What follows belongs to an exercise in optimizing a design on an open flow for small area; a production flow would make more cautious choices. Only simulation tests tie the RTL to the original design; equivalence was not proved.

--- flow/design.v ---
module SoC_Algorithm (
    input clk,               
    input rst_n,           
    input [15:0] voltage,	
    input signed [15:0] current, 
    output reg [7:0] soc   
);
parameter SOC_SCALE    = 14000;      
parameter CLK_DIV 	= 50;             
parameter V_MAX        =  65535 ;	 
parameter V_MIN        =  0		;	 
parameter C_NOM       =  2000;	 
parameter ESR         =  1000;	 
parameter I_THRESH    =  5		; 
reg [15:0] clk_cnt;              
reg [15:0] v_comp;                
reg signed [31:0] q_accum;        
reg [7:0] soc_voltage;            
reg use_v_soc;                    
wire ms_tick;
reg signed [31:0] v_ocv;          
always @(posedge clk or negedge rst_n) begin
    if (!rst_n)begin
	clk_cnt <= 16'b0;
    end else if(clk_cnt == CLK_DIV -1)begin
	clk_cnt <= 16'b0;
    end else begin
	clk_cnt <= clk_cnt + 1;
    end
end
assign ms_tick = (clk_cnt == CLK_DIV-1);
always @(*) begin
    if (current > I_THRESH)begin        
        v_ocv = $signed({16'b0, voltage}) - ((current * ESR)/1000);
    end else if (current < -I_THRESH)begin  
        v_ocv = $signed({16'b0, voltage}) + (((-current) * ESR)/1000);
    end else begin                             
        v_ocv = $signed({16'b0, voltage});
    end
end
always @(posedge clk or negedge rst_n) begin
    if (!rst_n)begin 
	v_comp <= 16'b0;
    end else if (ms_tick) begin
        if (v_ocv < 0)begin
            v_comp <= 16'd0;
        end else if (v_ocv > 65535)begin
            v_comp <= 16'hFFFF;
        end else begin
            v_comp <= v_ocv[15:0];
        end
    end else begin
	v_comp <= v_comp;							 
     end
end
always @(posedge clk or negedge rst_n) begin
    if (!rst_n)begin
	soc_voltage <= 8'b0;
    end else if (ms_tick) begin
        if (v_comp >= V_MAX)begin 
		soc_voltage <= 100;
        end else if (v_comp <= V_MIN)begin 
		soc_voltage <= 0;
        end else begin
		soc_voltage <= ((v_comp - V_MIN) * 100) / (V_MAX - V_MIN);
	end
    end else begin
	soc_voltage <= soc_voltage;
    end
end
always @(posedge clk or negedge rst_n) begin
    if (!rst_n) begin
        q_accum <= 0;
        use_v_soc <= 1;
    end else if (ms_tick) begin
        if (current > -I_THRESH && current < I_THRESH) begin
            q_accum <= soc_voltage * SOC_SCALE;
            use_v_soc <= 1;
        end else begin
            q_accum <= q_accum + (current*100);
            use_v_soc <= 0;
        end
    end else begin
	use_v_soc <= use_v_soc;
    end
end
always @(posedge clk or negedge rst_n) begin
    if (!rst_n)begin
		soc <= 0;
    end else if (ms_tick) begin
        if (use_v_soc) begin
            soc <= soc_voltage;   
        end else begin
            if (q_accum >= 100 * SOC_SCALE)begin
				soc <= 100;
            end else if (q_accum <= 0)begin 
				soc <= 0;
            end else begin
				soc <= q_accum / SOC_SCALE;
	    end
        end
    end else begin
	 soc <= soc;
    end
end
endmodule
--- flow/run.sh ---
#!/bin/bash
# synth_recipe.tcl (not shown) runs the flow's synth.tcl, then flattens the netlist and writes it again
# the make line also repeats each setting of config.mk as NAME=value (left out here)
make -C /OpenROAD-flow-scripts/flow DESIGN_CONFIG=/design/flow/config.mk WORK_HOME=/design/flow/orfs CLKGATE_MAP_FILE= SYNTH_SCRIPT=/design/flow/synth_recipe.tcl finish
--- flow/config.mk ---
export PLATFORM = sky130hd
export DESIGN_NAME = SoC_Algorithm
export DESIGN_NICKNAME = SoC_Algorithm
export VERILOG_FILES = /design/flow/design.v
export SDC_FILE = /design/flow/constraint.sdc
export NUM_CORES = 4
export LEC_CHECK = 0
export CAP_MARGIN = 20
export CORE_MARGIN = 2
export CORE_UTILIZATION = 40
export SLEW_MARGIN = 20
--- flow/constraint.sdc ---
create_clock -name core_clock -period 36.0 [get_ports {clk}]
set_input_delay 7.2000 -clock core_clock [delete_from_list [all_inputs] [get_ports {clk}]]
set_output_delay 7.2000 -clock core_clock [all_outputs]
set_load 0.01 [all_outputs]
==> run summary, run 1 <==
status complete, no violations; clk buf depth 2; CP Launch Type input pin; Post-synth EDFFs 0; number of I/O pins 42; CTS H-tree depth 3; WL/cell 17.5 um; Synth top area share 11.0%; Max Cap Violations 0; CTS tree yes; crit end category flop; largest net degree at the start of global routing 61; total wire length 124000 um; GR Util All Layers 22.4%; die area 107000 um^2; sequential cell area fraction in the yosys report 4.75%; leading area contributor after synthesis ha_1; fmax 28.9 MHz; # fillers 10.7k; main area contributors after synthesis ha_1 11%, fa_1 8.8%, xnor2_1 8.2%; Seq cells post-synth 79; Slowest Stage Delay on Critical Path 0.57 ns; Setup Skew 0.0172 ns; Mapped Cells 5715; drt first pass iters 6; first-pass GRT wire length 205000 um; most frequent CP cell a21o_1; most frequent cells in the layout 493 x nand2_1, 472 x inv_1, 456 x nor2_1; Req. time, crit path 36.24 ns; DRC 0; GP Congestion 0.939; vias post-DR 42.3k; final net count 6271; Avg Vias per Cell 5.98; fin. max-slew vios 0; Synth Warn # 1; DRT iter0 DRCs 3250; number of routed nets with antenna violations 0; Clock transition at path regs 0.08 ns; commonest non-fill, non-tap cell in the layout nand2_1; Synth cell types 138; Final Cycle Share 96.2%; CTS Root Cell clkbuf_16; Mapped Area 41600 um^2; WS Path Type input pin to flop; worst min-delay path class flop to flop; GR Overflow Total 0; Die H 327 um; CP max FO 16; endpoints failing setup 0; most used flip-flop cell after synthesis dfrtp_1; TritonCTS Sinks 79; Slew @ Worst Pin 1.04 ns; initial core utilization 40.3%; Final Hold Vio Count 0; Mean Syn Cell Area 7.28 um^2; DP Wirelength 102000 um; Cell Rows 118; area grow syn2layout 7.05%; crit path DAT 34.86 ns; Syn Nets 6299; I/O Buffers 41; final core utilization 43.1%; core footprint 103000 um^2; clock buffer count from CTS 9; Max-slew headroom 29.2%; vias in the first global route 39.6k; share of flip-flops with an asynchronous set or reset 100%; slowest stage cell, crit path or4b_1; Clock Latency Late Sink 0.38 ns; share of layout cells above drive strength 1 7.29%; Tmin final 34.63 ns; initial antenna violation count 5; Die Span X 327 um
-- cell type report --
| class | count | area [um^2] | area share [%] |
|---|---|---|---|
| antenna | 1 | 2.50 | 0.00561 |
| inverter | 477 | 1790 | 4.03 |
| sequential | 79 | 1980 | 4.44 |
| clock inverter | 7 | 75.1 | 0.168 |
| timing repair buffer | 145 | 1190 | 2.68 |
| tap | 1380 | 1730 | 3.87 |
| clock buffer | 9 | 225 | 0.505 |
| multi-input combinational | 4975 | 37600 | 84.3 |
-- worst paths after layout --
path                             start           to  slack [ns]  depth (start not counted)
max in group asynchronous        rst_n  clk_cnt[13]       28.16                          2
setup reg to reg           q_accum[12]       soc[0]       12.42                         64
hold / removal                  soc[4]       soc[4]        0.49                          2
min in group asynchronous        rst_n  q_accum[19]        6.81                          1
setup / recovery            current[3]    v_comp[0]        1.37                        106
hold reg to reg                 soc[4]       soc[4]        0.49                          2
-- cell usage after synthesis, drive strengths merged (25+ instances only) --
cell type	number
nand2	494
inv	477
nor2	464
o21ai	394
xnor2	393
ha	366
a21oi	348
fa	184
nor3	175
nand3	157
xor2	148
clkbuf	121
a211oi	108
a21o	102
a31oi	102
o211ai	97
mux2i	83
dfrtp	78
and2	70
or3	69
o31ai	65
buf	63
nor4	60
nand4	59
and3	58
o21a	58
or2	56
nand2b	54
a22oi	43
mux2	42
o21bai	41
o22ai	41
a211o	39
nor2b	38
o211a	30
o311ai	29
a221oi	26
o2111ai	26
a21boi	25
a31o	25
or4	25
-- state kept, by name, indices dropped and copies added, names as in the netlist --
register     cells
clk_cnt         16
q_accum         30
soc              8
soc_voltage      8
use_v_soc        1
v_comp          16
-- stage by stage --
step           worst slack [ns]  hold slack (ns)  cells  setup TNS [ns]  area (um^2)
3_5_place_dp             0.0934            0.478   7048               0        43800
3_3_place_gp              0.446            0.484   7048               0        43800
5_1_grt                 -0.0169            0.510   7072         -0.0169        44600
4_1_cts                   0.372            0.494   7064               0        44100
2_1_floorplan              3.17            0.469   5715               0        41600
6_report                   1.37            0.485   7073               0        44600
-- logic make-up after synthesis --
family / count (synthesis) / synth area share (%)
and+or+nand+nor: 1863 / 22.0
AOI/OAI and AO/OA: 1873 / 31.9
adders and majority gates: 573 / 20.4
buffers and inverters: 661 / 6.21
DFF: 79 / 4.75
xor gates and xnor gates: 541 / 11.5
muxes: 125 / 3.22
-- what timing repair did --
action,CTS,global route
hold buffers,0,0
resized for setup,0,79
setup buffers,0,8
setup endpoints to repair,0,16
-- metal layers --
layer	vias up	part of all wire (%)	track usage, %
met5	-	0.044	0
met3	105	4.2	1.58
met2	994	47	37.8
met4	8	1.4	3.77
li1	21072	-	-
met1	20115	48	31.7
-- worst max-delay path: cells and delay by family --
family	cells	cell delay [ns]
multiplexers	6	2.20
buffers and inverters	11	1.86
AO/OA/AOI/OAI	54	13.45
AND/OR/NAND/NOR	20	5.63
XOR/XNOR	7	1.38
adder cells (fa/ha/maj)	8	3.10
==> run 2: changes to the inputs <==
==> flow/design.v (replaced) <==
module SoC_Algorithm (
    input clk,
    input rst_n,
    input [15:0] voltage,
    input signed [15:0] current,
    output [7:0] soc
);
function [32:0] radd;
    input [31:0] a;
    input [31:0] b;
    input ci;
    integer k;
    reg c;
    begin
        c = ci;
        for (k = 0; k < 32; k = k + 1) begin
            radd[k] = a[k] ^ b[k] ^ c;
            c = (a[k] & b[k]) | (c & (a[k] ^ b[k]));
        end
        radd[32] = c;
    end
endfunction
reg [5:0] clk_cnt;
reg [6:0] soc_vpend;      
reg [6:0] soc_voltage;
reg [29:0] q4;            
reg [15:0] cur_r;         
reg use_v_soc;
reg [6:0] soc_r;
reg [16:0] dv;            
wire ms_tick  = clk_cnt[5] & clk_cnt[4] & clk_cnt[0];                                             
wire add_last = ~clk_cnt[5] & clk_cnt[4] & clk_cnt[3] & ~clk_cnt[2] & ~clk_cnt[1] & ~clk_cnt[0];  
wire dv_load  = clk_cnt[5] & ~clk_cnt[4] & clk_cnt[3] & ~clk_cnt[2] & ~clk_cnt[1] & clk_cnt[0];   
always @(posedge clk or negedge rst_n) begin
    if (!rst_n) clk_cnt <= 6'd0;
    else if (ms_tick) clk_cnt <= 6'd0;
    else clk_cnt <= clk_cnt + 6'd1;
end
wire comp = (current > 16'sd5) || (current < -16'sd5);
wire rest = (current > -16'sd5) && (current < 16'sd5);
wire [15:0] cg = current & {16{comp}};
wire [32:0] xsum = radd({16'd0, voltage}, {16'd0, ~cg}, 1'b1);
wire [15:0] xs = xsum[15:0];
wire x_neg = ~cg[15] & ~xsum[16];    
wire x_ovf = cg[15] & xsum[16];      
wire [32:0] x3 = radd({16'd0, xs}, {15'd0, xs, 1'b0}, 1'b0);
wire [32:0] p = radd({16'd0, xs}, {x3[28:0], 3'd0}, 1'b0);
wire [6:0] q0 = p[20:14];
wire [32:0] lo = radd({25'd0, p[4:0], 2'b00}, {25'd0, q0}, 1'b1);
wire corr = lo[7] & (&p[13:5]);
wire [32:0] q0c = radd({25'd0, q0}, 32'd0, corr);
wire [6:0] f_x = x_neg ? 7'd0 : x_ovf ? 7'd100 : q0c[6:0];
wire [32:0] sv3 = radd({25'd0, soc_voltage}, {24'd0, soc_voltage, 1'b0}, 1'b0);
wire [32:0] sv35 = radd({20'd0, soc_voltage, 5'd0}, {23'd0, sv3[8:0]}, 1'b0);
wire [13:0] sv140 = {sv35[11:0], 2'b00};
wire [32:0] qs = radd({2'b0, q4}, {{16{cur_r[15]}}, cur_r}, 1'b0);
always @(posedge clk or negedge rst_n) begin
    if (!rst_n) begin
        q4 <= 30'd0;
        cur_r <= 16'd0;
    end else begin
        q4 <= (ms_tick & rest) ? 30'd0 : qs[29:0];
        if (ms_tick) cur_r <= rest ? {2'b0, sv140} : current;
        else if (add_last) cur_r <= 16'd0;
    end
end
wire [32:0] dd = radd({21'd0, dv[16:6]}, {21'd0, 11'd1173}, 1'b0);    
wire dge = dd[11];
always @(posedge clk) begin
    if (dv_load) dv <= q4[18:2];
    else dv <= {dge ? dd[9:0] : dv[15:6], dv[5:0], dge};
end
wire q_big = ~q4[29] & ((|q4[28:19]) | (q4[18:0] >= 19'd350000));
wire [6:0] q_soc = q4[29] ? 7'd0 : q_big ? 7'd100 : dv[6:0];
always @(posedge clk or negedge rst_n) begin
    if (!rst_n) begin
        soc_vpend <= 7'd0;
        soc_voltage <= 7'd0;
        use_v_soc <= 1'b1;
        soc_r <= 7'd0;
    end else if (ms_tick) begin
        soc_vpend <= f_x;
        soc_voltage <= soc_vpend;
        use_v_soc <= rest;
        soc_r <= use_v_soc ? soc_voltage : q_soc;
    end
end
assign soc = {1'b0, soc_r};
endmodule
==> flow/flow/run.sh (new file) <==
#!/bin/bash
set -euo pipefail
export BUFFER_PORTS_ARGS="-buffer_cell sky130_fd_sc_hd__buf_1"
bash standard.sh > flow_standard.log 2>&1
==> flow/standard.sh (new file) <==
#!/bin/bash
# synth_recipe.tcl (not shown) runs the flow's synth.tcl, then flattens the netlist and writes it again
# the make line also repeats each setting of config.mk as NAME=value (left out here)
make -C /OpenROAD-flow-scripts/flow DESIGN_CONFIG=/design/flow/config.mk WORK_HOME=/design/flow/orfs CLKGATE_MAP_FILE= SYNTH_SCRIPT=/design/flow/synth_recipe.tcl "${@:-finish}"
--- a/flow/config.mk
+++ b/flow/config.mk
@@ -8,4 +8,6 @@
 export CAP_MARGIN = 20
 export CORE_MARGIN = 2
 export CORE_UTILIZATION = 40
+export CTS_CLUSTER_DIAMETER = 200
+export CTS_CLUSTER_SIZE = 50
 export SLEW_MARGIN = 20
removed: flow/run.sh
==> run summary, run 2 <==
Mean Syn Cell Area 10.5 um^2 (+44%); Setup Skew 0.0102 ns (-0.00697 ns); drt first pass iters 4 (-2); Final Cycle Share 53.4% (-43 points); status complete, no violations; Max Cap Violations 0 (unchanged); postcts setup bufs 0 (unchanged); initial antenna violation count 0 (-5); Reg with most FFs q4; crit path DAT 19.41 ns (-15.45 ns); worst min-delay path class flop to flop; DP Wirelength 11200 um (-89%); Post-synth EDFFs 0 (unchanged); CTS H-tree depth 3 (unchanged); Post-CTS Hold Buffers 0 (unchanged); Tmin final 19.21 ns (-15.42 ns); first-pass GRT wire length 24800 um (-88%); WS Path Type input pin to flop; Slowest Stage Delay on Critical Path 0.90 ns (+0.33 ns); area grow syn2layout 9.20%; slowest stage cell, crit path or4_1; GR Util All Layers 17.6% (-4.8 points); initial core utilization 41.1% (+0.86 points); CP max FO 23 (+7); Synth top area share 27.8% (+17 points); Avg Vias per Cell 5.17 (-13%); Mapped Cells 629 (-89%); Clock Latency Late Sink 0.34 ns (-0.04 ns); final core utilization 44.9% (+1.8 points); Clock transition at path regs 0.06 ns (-0.02 ns); count leader, synth inv_1; fin. max-slew vios 0 (unchanged); endpoints failing setup 0 (unchanged); Cell Rows 46 (-61%); Top Registers q4 x30, dv x17, cur_r x16; WL/cell 16.3 um (-6.8%); number of I/O pins 42 (unchanged); diode count 0 (-1); Max-slew headroom 35.8% (+6.6 points); leading area contributor after synthesis dfrtp_1; TritonCTS Sinks 91 (+15%); Syn Nets 774 (-88%); setup TNS 0 ns (unchanged); most frequent cells in the layout 107 x inv_1, 78 x fa_1, 73 x dfrtp_1; most used flip-flop cell after synthesis dfrtp_1; GR Overflow Total 0 (unchanged); Final Hold Vio Count 0 (unchanged); RSZ-0062 raised after global routing false; most instantiated cells after synthesis 107 x inv_1, 78 x fa_1, 73 x dfrtp_1; share of flip-flops with an asynchronous set or reset 81.3% (-19 points); max FFs per register 30 (unchanged); I/O Buffers 40 (-2.4%); vias post-DR 4516 (-89%); clock buffer count from CTS 9 (unchanged); die area 17500 um^2 (-84%); Die Span X 132 um (-60%); most frequent CP cell fa_1; Mapped Area 6580 um^2 (-84%); main area contributors after synthesis dfrtp_1 28%, fa_1 24%, ha_1 6.3%; Synth cell types 54 (-61%); crit end category flop; sequential cell area fraction in the yosys report 33.3% (+29 points); DRC 0 (unchanged); core footprint 16000 um^2 (-85%); CTS tree yes; vias in the first global route 4909 (-88%); GP Congestion 0.929 (-1.1%); Slew @ Worst Pin 0.963 ns (-0.0822 ns); post-CTS sizing 0 (unchanged); largest net degree at the start of global routing 75 (+23%); Die H 132 um (-60%); CP Launch Type input pin; number of routed nets with antenna violations 0 (unchanged); Seq cells post-synth 91 (+15%); total wire length 14300 um (-89%); fmax 52.1 MHz (+80%); commonest non-fill, non-tap cell in the layout inv_1; Req. time, crit path 36.20 ns (-0.04 ns); CTS Root Cell clkbuf_16; DRT iter0 DRCs 262 (-92%); Synth Warn # 1 (unchanged); final net count 797 (-87%); clk buf depth 2 (unchanged); share of layout cells above drive strength 1 7.31% (+0.015 points)
-- run 2: changes by cell type after synthesis, moves of 150 or more --
cell	change
inv_1	-369
xnor2_1	-384
a21oi_1	-306
nand3_1	-150
nand2_1	-450
nor2_1	-450
o21ai_0	-302
nor3_1	-164
ha_1	-333
-- run 2: layer usage --
metal	global-route usage, %	vias up	share of wire, %
met2	28.8	86	49
met5	0	-	0
li1	-	2158	-
met3	2.92	24	3.6
met1	24.6	2248	46
met4	4.72	0	1.7
-- run 2: stage by stage --
stage	hold WS [ns]	setup WS (ns)	instance area (um^2)	std cells
after floorplan	0.439	18.08	6580	629
after global placement	0.459	16.93	6900	857
after detailed placement	0.461	16.44	6900	857
after CTS	0.479	16.84	7190	873
after global routing	0.494	16.05	7190	873
final	0.474	16.79	7190	873
-- run 2: worst max-delay path: cells and delay by family --
kind	cells	cell delay, ns
fa+ha+maj	27	8.40
buf+inv	8	1.06
simple gates	3	1.17
xor+xnor	1	0.13
compound gates	6	1.43
-- run 2: cell type report --
class,count,area (um^2)
fill,1557,8810
multi-input combinational,398,3850
clock inverter,7,58.8
sequential,91,2190
clock buffer,9,225
timing repair buffer,44,184
inverter,108,405
tap,216,270
-- run 2: cell families (layout without fill, tap and decap cells) --
| logic type | Yosys count | in the layout | share of synthesized area [%] |
|---|---|---|---|
| multiplexers | 13 | 13 | 2.11 |
| XOR/XNOR | 7 | 7 | 0.931 |
| flip-flops | 91 | 91 | 33.3 |
| adder cells (fa/ha/maj) | 111 | 111 | 30.0 |
| buffers and inverters | 140 | 168 | 8.29 |
| AND/OR/NAND/NOR | 115 | 115 | 9.18 |
| other | 1 | 1 | 0.0570 |
| AO/OA/AOI/OAI | 151 | 151 | 16.1 |
-- run 2: final timing paths --
path                         startpoint             end  slack (ns)  cells past startpoint
max reg2reg                    cur_r[0]          q4[28]       25.22                     32
min                        soc_vpend[0]  soc_voltage[0]        0.47                      2
min in group asynchronous         rst_n          q4[15]        6.98                      1
max in group asynchronous         rst_n  soc_voltage[1]       28.36                      1
max                         current[15]    soc_vpend[6]       16.79                     45
min reg2reg                soc_vpend[0]  soc_voltage[0]        0.47                      2
==> run 3: changes to the inputs <==
--- a/flow/config.mk
+++ b/flow/config.mk
@@ -8,6 +8,5 @@
 export CAP_MARGIN = 20
 export CORE_MARGIN = 2
 export CORE_UTILIZATION = 40
-export CTS_CLUSTER_DIAMETER = 200
-export CTS_CLUSTER_SIZE = 50
+export CTS_BUF_LIST = sky130_fd_sc_hd__clkbuf_8
 export SLEW_MARGIN = 20
==> run summary, run 3 <==
Tmin final 19.15 ns (-0.0582 ns); met1 global-route usage 24.6% (about the same); Final Hold Vio Count 0 (unchanged); largest family of logic cells by synthesized area adder cells; Slowest Stage Delay on Critical Path 0.90 ns (about the same); DRT iter0 DRCs 223 (-15%); Cell Rows 46 (unchanged); CTS tree yes; CTS Root Cell clkbuf_8; Seq cells post-synth 91 (unchanged); slowest stage cell, crit path or4_1; die area 17500 um^2 (unchanged); Worst Hold Depth 2 (unchanged); number of I/O pins 42 (unchanged); GR Overflow Total 0 (unchanged); total wire length 14200 um (-0.34%); Crit. path cell count 45 (unchanged); Post-Synth Simple-Gate Area 9.18% (unchanged); Post-CTS Hold Buffers 0 (unchanged); RSZ-0062 raised after global routing false; post-CTS sizing 0 (unchanged); setup TNS 0 ns (unchanged); Reg with most FFs q4; crit path DAT 19.38 ns (-0.03 ns); Final Cycle Share 53.2% (-0.16 points); most frequent CP cell fa_1; drt first pass iters 5 (+1); DP Wirelength 11200 um (unchanged); multiplexer share of the synthesized area 2.11% (unchanged); DRC 0 (unchanged); Max-slew headroom 36.9% (+1.1 points); endpoints failing setup 0 (unchanged); dpl cells 857 (unchanged); status complete, no violations; fin. max-slew vios 0 (unchanged); Clock Latency Late Sink 0.37 ns (+0.03 ns); Max Cap Violations 0 (unchanged); main area contributors after synthesis dfrtp_1 28%, fa_1 24%, ha_1 6.3%; Syn Nets 774 (unchanged); CP top delay family adder cells; GP Congestion 0.929 (unchanged); Adder-Cell Fraction of Synth Area 30.0% (unchanged); worst reg2reg path depth 32 (unchanged); buffer and inverter count on the worst path 8 (unchanged); M2 GR Usage 28.6% (-0.14 points); most used flip-flop cell after synthesis dfrtp_1; Mapped Area 6580 um^2 (unchanged); leading area contributor after synthesis dfrtp_1; final core utilization 44.3% (-0.63 points); layer with the highest usage met2; Mean Syn Cell Area 10.5 um^2 (unchanged); Synth Area in Compound Gates 16.1% (unchanged); final net count 797 (unchanged); diode count 0 (unchanged); fmax 52.2 MHz (+0.30%); CTS H-tree depth 3 (unchanged); count leader, synth inv_1; first-pass GRT wire length 24800 um (-0.22%); Post-synth EDFFs 0 (unchanged); CP Launch Type input pin; sequential cell area fraction in the yosys report 33.3% (unchanged); Setup Skew 0.0160 ns (+0.00578 ns); GR Util All Layers 17.6% (about the same); core footprint 16000 um^2 (unchanged); CP max FO 23 (unchanged); TritonCTS Sinks 91 (unchanged); worst min-delay path class flop to flop; vias post-DR 4501 (-0.33%); postcts setup bufs 0 (unchanged); share of flip-flops with an asynchronous set or reset 81.3% (unchanged); area grow syn2layout 7.66%; xor/xnor share of the synthesized area 0.931% (unchanged); Clock transition at path regs 0.08 ns (+0.02 ns); most instantiated cells after synthesis 107 x inv_1, 78 x fa_1, 73 x dfrtp_1; met3 Usage GRT 3.04% (+0.12 points); Synth cell types 54 (unchanged); Req. time, crit path 36.23 ns (+0.03 ns); WS Path Type input pin to flop; clock buffer count from CTS 9 (unchanged); clk buf depth 2 (unchanged); vias in the first global route 4899 (-0.20%); Synth Warn # 1 (unchanged); number of routed nets with antenna violations 0 (unchanged); WL/cell 16.3 um (-0.34%); largest net degree at the start of global routing 75 (unchanged); initial core utilization 41.1% (unchanged); Die H 132 um (unchanged); share of layout cells above drive strength 1 7.31% (unchanged); Synth top area share 27.8% (unchanged); max FFs per register 30 (unchanged); Top Registers q4 x30, dv x17, cur_r x16; I/O Buffers 40 (unchanged); most frequent cells in the layout 107 x inv_1, 78 x fa_1, 73 x dfrtp_1; crit end category flop; Slew @ Worst Pin 0.946 ns (-0.0167 ns); Non-Filler Instances 873 (unchanged); Die Span X 132 um (unchanged); Avg Vias per Cell 5.16 (-0.33%); Mapped Cells 629 (unchanged); commonest non-fill, non-tap cell in the layout inv_1; initial antenna violation count 0 (unchanged)
==> run 3: cell count changes in the layout (fill, tap and decap cells not counted) <==
cell       change
clkbuf_16      -9
clkbuf_8       +9
==> run 3: cells by family after synthesis <==
family | Yosys count
other | 1
muxes | 13
xor gates and xnor gates | 7
DFF | 91
AOI/OAI and AO/OA | 151
buffers and inverters | 140
adders and majority gates | 111
and+or+nand+nor | 115
==> run 3: area by class of cell <==
class,count,area (um^2)
fill,1575,8910
multi-input combinational,398,3850
sequential,91,2190
inverter,108,405
tap,216,270
timing repair buffer,44,184
clock buffer,9,124
clock inverter,7,58.8
==> run 3: metrics by stage <==
step,instance area (um^2),hold slack (ns),setup slack (ns)
after floorplan,6580,0.439,18.08
final,7090,0.480,16.85
after CTS,7090,0.486,16.87
after detailed placement,6900,0.461,16.44
after global routing,7090,0.503,16.09
after global placement,6900,0.459,16.93
==> run 3: path summary, 6_finish.rpt <==
path                         startpoint  slack, ns             end
hold reg to reg            soc_vpend[0]       0.48  soc_voltage[0]
max in group asynchronous         rst_n      28.41  soc_voltage[0]
setup / recovery            current[15]      16.85    soc_vpend[6]
min in group asynchronous         rst_n       6.97          q4[15]
setup reg to reg               cur_r[0]      25.22          q4[28]
hold / removal             soc_vpend[0]       0.48  soc_voltage[0]
==> run 3: worst reg2reg max path: cells and delay by family, from the launching register on <==
kind	cells	cell delay [ns]
fa+ha+maj	29	10.00
buf+inv	2	0.13
compound gates	1	0.14
flops	1	0.36
==> run 3: layer usage <==
metal / part of all wire (%) / wire (um) / up-vias
met4: 1.5 / 212 / 0
met1: 46 / 6540 / 2250
met3: 3.6 / 510 / 20
met2: 49 / 6950 / 78
li1: - / - / 2153
met5: 0 / 0 / -
==> run 4: changes to the inputs <==
==> flow/run.sh (new file) <==
#!/bin/bash
# synth_recipe.tcl (not shown) runs the flow's synth.tcl, then flattens the netlist and writes it again
# the make line also repeats each setting of config.mk as NAME=value (left out here)
make -C /OpenROAD-flow-scripts/flow DESIGN_CONFIG=/design/flow/config.mk WORK_HOME=/design/flow/orfs CLKGATE_MAP_FILE= SYNTH_SCRIPT=/design/flow/synth_recipe.tcl finish
--- a/flow/config.mk
+++ b/flow/config.mk
@@ -8,5 +8,4 @@
 export CAP_MARGIN = 20
 export CORE_MARGIN = 2
 export CORE_UTILIZATION = 40
-export CTS_BUF_LIST = sky130_fd_sc_hd__clkbuf_8
 export SLEW_MARGIN = 20
removed: flow/flow/run.sh
removed: flow/standard.sh
==> run summary, run 4 <==
status complete, no violations; leading area contributor after synthesis dfrtp_1; Mean Syn Cell Area 10.5 um^2 (unchanged); Seq cells post-synth 91 (unchanged); most frequent CP cell fa_1; vias in the first global route 4831 (-1.4%); Setup Skew 0.00796 ns (-0.00806 ns); DP Wirelength 11000 um (-1.9%); Top Registers q4 x30, dv x17, cur_r x16; TritonCTS Sinks 91 (unchanged); slowest stage cell, crit path or4_1; Clock Latency Late Sink 0.35 ns (-0.02 ns); Hold Path Origin q4[14]; Critical R2R Capture q4[28]; Reg with most FFs q4; worst reg2reg path depth 32 (unchanged); WS Path Type input pin to flop; most used flip-flop cell after synthesis dfrtp_1; reg2reg start cur_r[0]; Synth top area share 27.8% (unchanged); final net count 797 (unchanged); Worst Hold End dv[12]; Post-CTS Hold Buffers 0 (unchanged); main area contributors after synthesis dfrtp_1 28%, fa_1 24%, ha_1 6.3%; most instantiated cells after synthesis 107 x inv_1, 78 x fa_1, 73 x dfrtp_1; Clock transition at path regs 0.07 ns (about the same); total wire length 14200 um (about the same); Synth Warn # 1 (unchanged); Worst Hold Depth 2 (unchanged); share of flip-flops with an asynchronous set or reset 81.3% (unchanged); initial antenna violation count 0 (unchanged); number of I/O pins 42 (unchanged); Max-slew headroom 35.8% (-1.1 points); clock buffer count from CTS 9 (unchanged); initial core utilization 41.1% (unchanged); GR Overflow Total 0 (unchanged); Die Span X 132 um (unchanged); R2R Setup Slk 25.29 ns (+0.07 ns); hold_ws 0.490 ns (+0.0101 ns); CTS tree yes; Req. time, crit path 36.21 ns (-0.02 ns); Final Cycle Share 53.9% (+0.71 points); crit path DAT 19.62 ns (+0.24 ns); fin. max-slew vios 0 (unchanged); diode count 0 (unchanged); Avg Vias per Cell 5.18 (+0.42%); CTS H-tree depth 3 (unchanged); RSZ-0062 raised after global routing false; I/O Buffers 40 (unchanged); Die H 132 um (unchanged); max FFs per register 30 (unchanged); clk buf depth 2 (unchanged); DRT iter0 DRCs 207 (-7.2%); Mapped Cells 629 (unchanged); Synth cell types 54 (unchanged); Cell Rows 46 (unchanged); CP max FO 23 (unchanged); count leader, synth inv_1; Mapped Area 6580 um^2 (unchanged); GR Util All Layers 17.9% (+0.28 points); setup TNS 0 ns (unchanged); post-CTS sizing 0 (unchanged); Final WS setup 16.59 ns (-0.255 ns); die area 17500 um^2 (unchanged); commonest non-fill, non-tap cell in the layout inv_1; drt first pass iters 4 (-1); Tmin final 19.41 ns (+0.255 ns); pre-CTS WS 16.14 ns (-0.304 ns); Max Cap Violations 0 (unchanged); WL/cell 16.3 um (about the same); area grow syn2layout 13.2%; final core utilization 46.6% (+2.3 points); endpoints failing setup 0 (unchanged); Final Hold Vio Count 0 (unchanged); postcts setup bufs 0 (unchanged); worst min-delay path class flop to flop; crit end category flop; Slew @ Worst Pin 0.963 ns (+0.0169 ns); vias post-DR 4520 (+0.42%); share of layout cells above drive strength 1 7.31% (unchanged); fmax 51.5 MHz (-1.3%); Slowest Stage Delay on Critical Path 0.90 ns (about the same); core footprint 16000 um^2 (unchanged); CTS Root Cell clkbuf_16; Syn Nets 774 (unchanged); GP Congestion 0.894 (-3.8%); sequential cell area fraction in the yosys report 33.3% (unchanged); number of routed nets with antenna violations 0 (unchanged); largest net degree at the start of global routing 75 (unchanged); most frequent cells in the layout 107 x inv_1, 78 x fa_1, 73 x dfrtp_1; DRC 0 (unchanged); Post-synth EDFFs 0 (unchanged); CP Launch Type input pin; first-pass GRT wire length 25000 um (+0.81%)
==> run 4: cell counts after synthesis <==
Identical to the previous run, type by type.
==> run 4: kinds of logic after synthesis <==
group | share of synthesized area [%]
muxes | 2.11
AOI/OAI and AO/OA | 16.1
and+or+nand+nor | 9.18
xor gates and xnor gates | 0.931
DFF | 33.3
buffers and inverters | 8.29
adders and majority gates | 30.0
other | 0.0570
==> run 4: worst max-delay path by stage <==
stage                      startpoint            to  slack [ns]
final                     current[15]  soc_vpend[6]       16.59
after global routing      current[15]  soc_vpend[6]       15.87
after CTS                 current[15]  soc_vpend[6]       16.58
after detailed placement  current[15]  soc_vpend[6]       16.14
after global placement    current[15]  soc_vpend[6]       16.52
after floorplan            current[4]  soc_vpend[6]       18.08
==> run 4: metal layers <==
| layer | up-vias | wire length (um) | global-route usage [%] |
|---|---|---|---|
| met5 | - | 0 | 0 |
| met1 | 2302 | 6870 | 26.2 |
| met3 | 16 | 295 | 2.88 |
| met2 | 47 | 6820 | 27.8 |
| li1 | 2155 | - | - |
| met4 | 0 | 207 | 4.72 |
==> run 4: area by class of cell <==
| cell class | instances | area [um^2] |
|---|---|---|
| clock buffer | 11 | 264 |
| clock inverter | 5 | 40.0 |
| fill | 1551 | 8550 |
| inverter | 108 | 405 |
| multi-input combinational | 398 | 3850 |
| sequential | 91 | 2190 |
| tap | 216 | 270 |
| timing repair buffer | 44 | 428 |
==> run 4: stage by stage <==
step / std cells / instance area [um^2]
after floorplan: 629 / 6580
after global placement: 857 / 7150
after detailed placement: 857 / 7150
after CTS: 873 / 7450
after global routing: 873 / 7450
final: 873 / 7450
==> run 4: critical path: cells and delay by family <==
| family | cells | cell delay, ns |
|---|---|---|
| xor gates and xnor gates | 1 | 0.14 |
| AOI/OAI and AO/OA | 6 | 1.38 |
| buffers and inverters | 8 | 1.37 |
| and+or+nand+nor | 3 | 1.17 |
| adders and majority gates | 27 | 8.36 |

## separate check: timing with driven ports
The flow's constraints put no driver on any port. The routed layouts listed below were extracted and timed again, unchanged, in two steps. Step 1: set_driving_cell puts a clkbuf_16 on clk and a buf_2 on each other input, an assumption about the parent block. Step 2, shift: input delay + t, output delay - t, t = (earliest + latest rising clock arrival at the registers) / 2. This alone moves slack from input paths to output paths. Slacks: no drivers / after step 1 / after step 2; pairs: no drivers / after step 1.
run | shift t [ns] | slack for setup (ns) | worst setup path after step 2
run 1 | 0.433 | 1.373 / 1.324 / 0.890 | input to register
run 2 | 0.376 | 16.789 / 16.775 / 16.399 | input to register
run 3 | 0.390 | 16.847 / 16.831 / 16.441 | input to register
run 4 | 0.380 | 16.592 / 16.580 / 16.200 | input to register
After both steps every run listed still meets setup and hold. The setup slack of run 1, which loses most, moves by -0.049 ns with the drivers and by -0.483 ns with both steps.
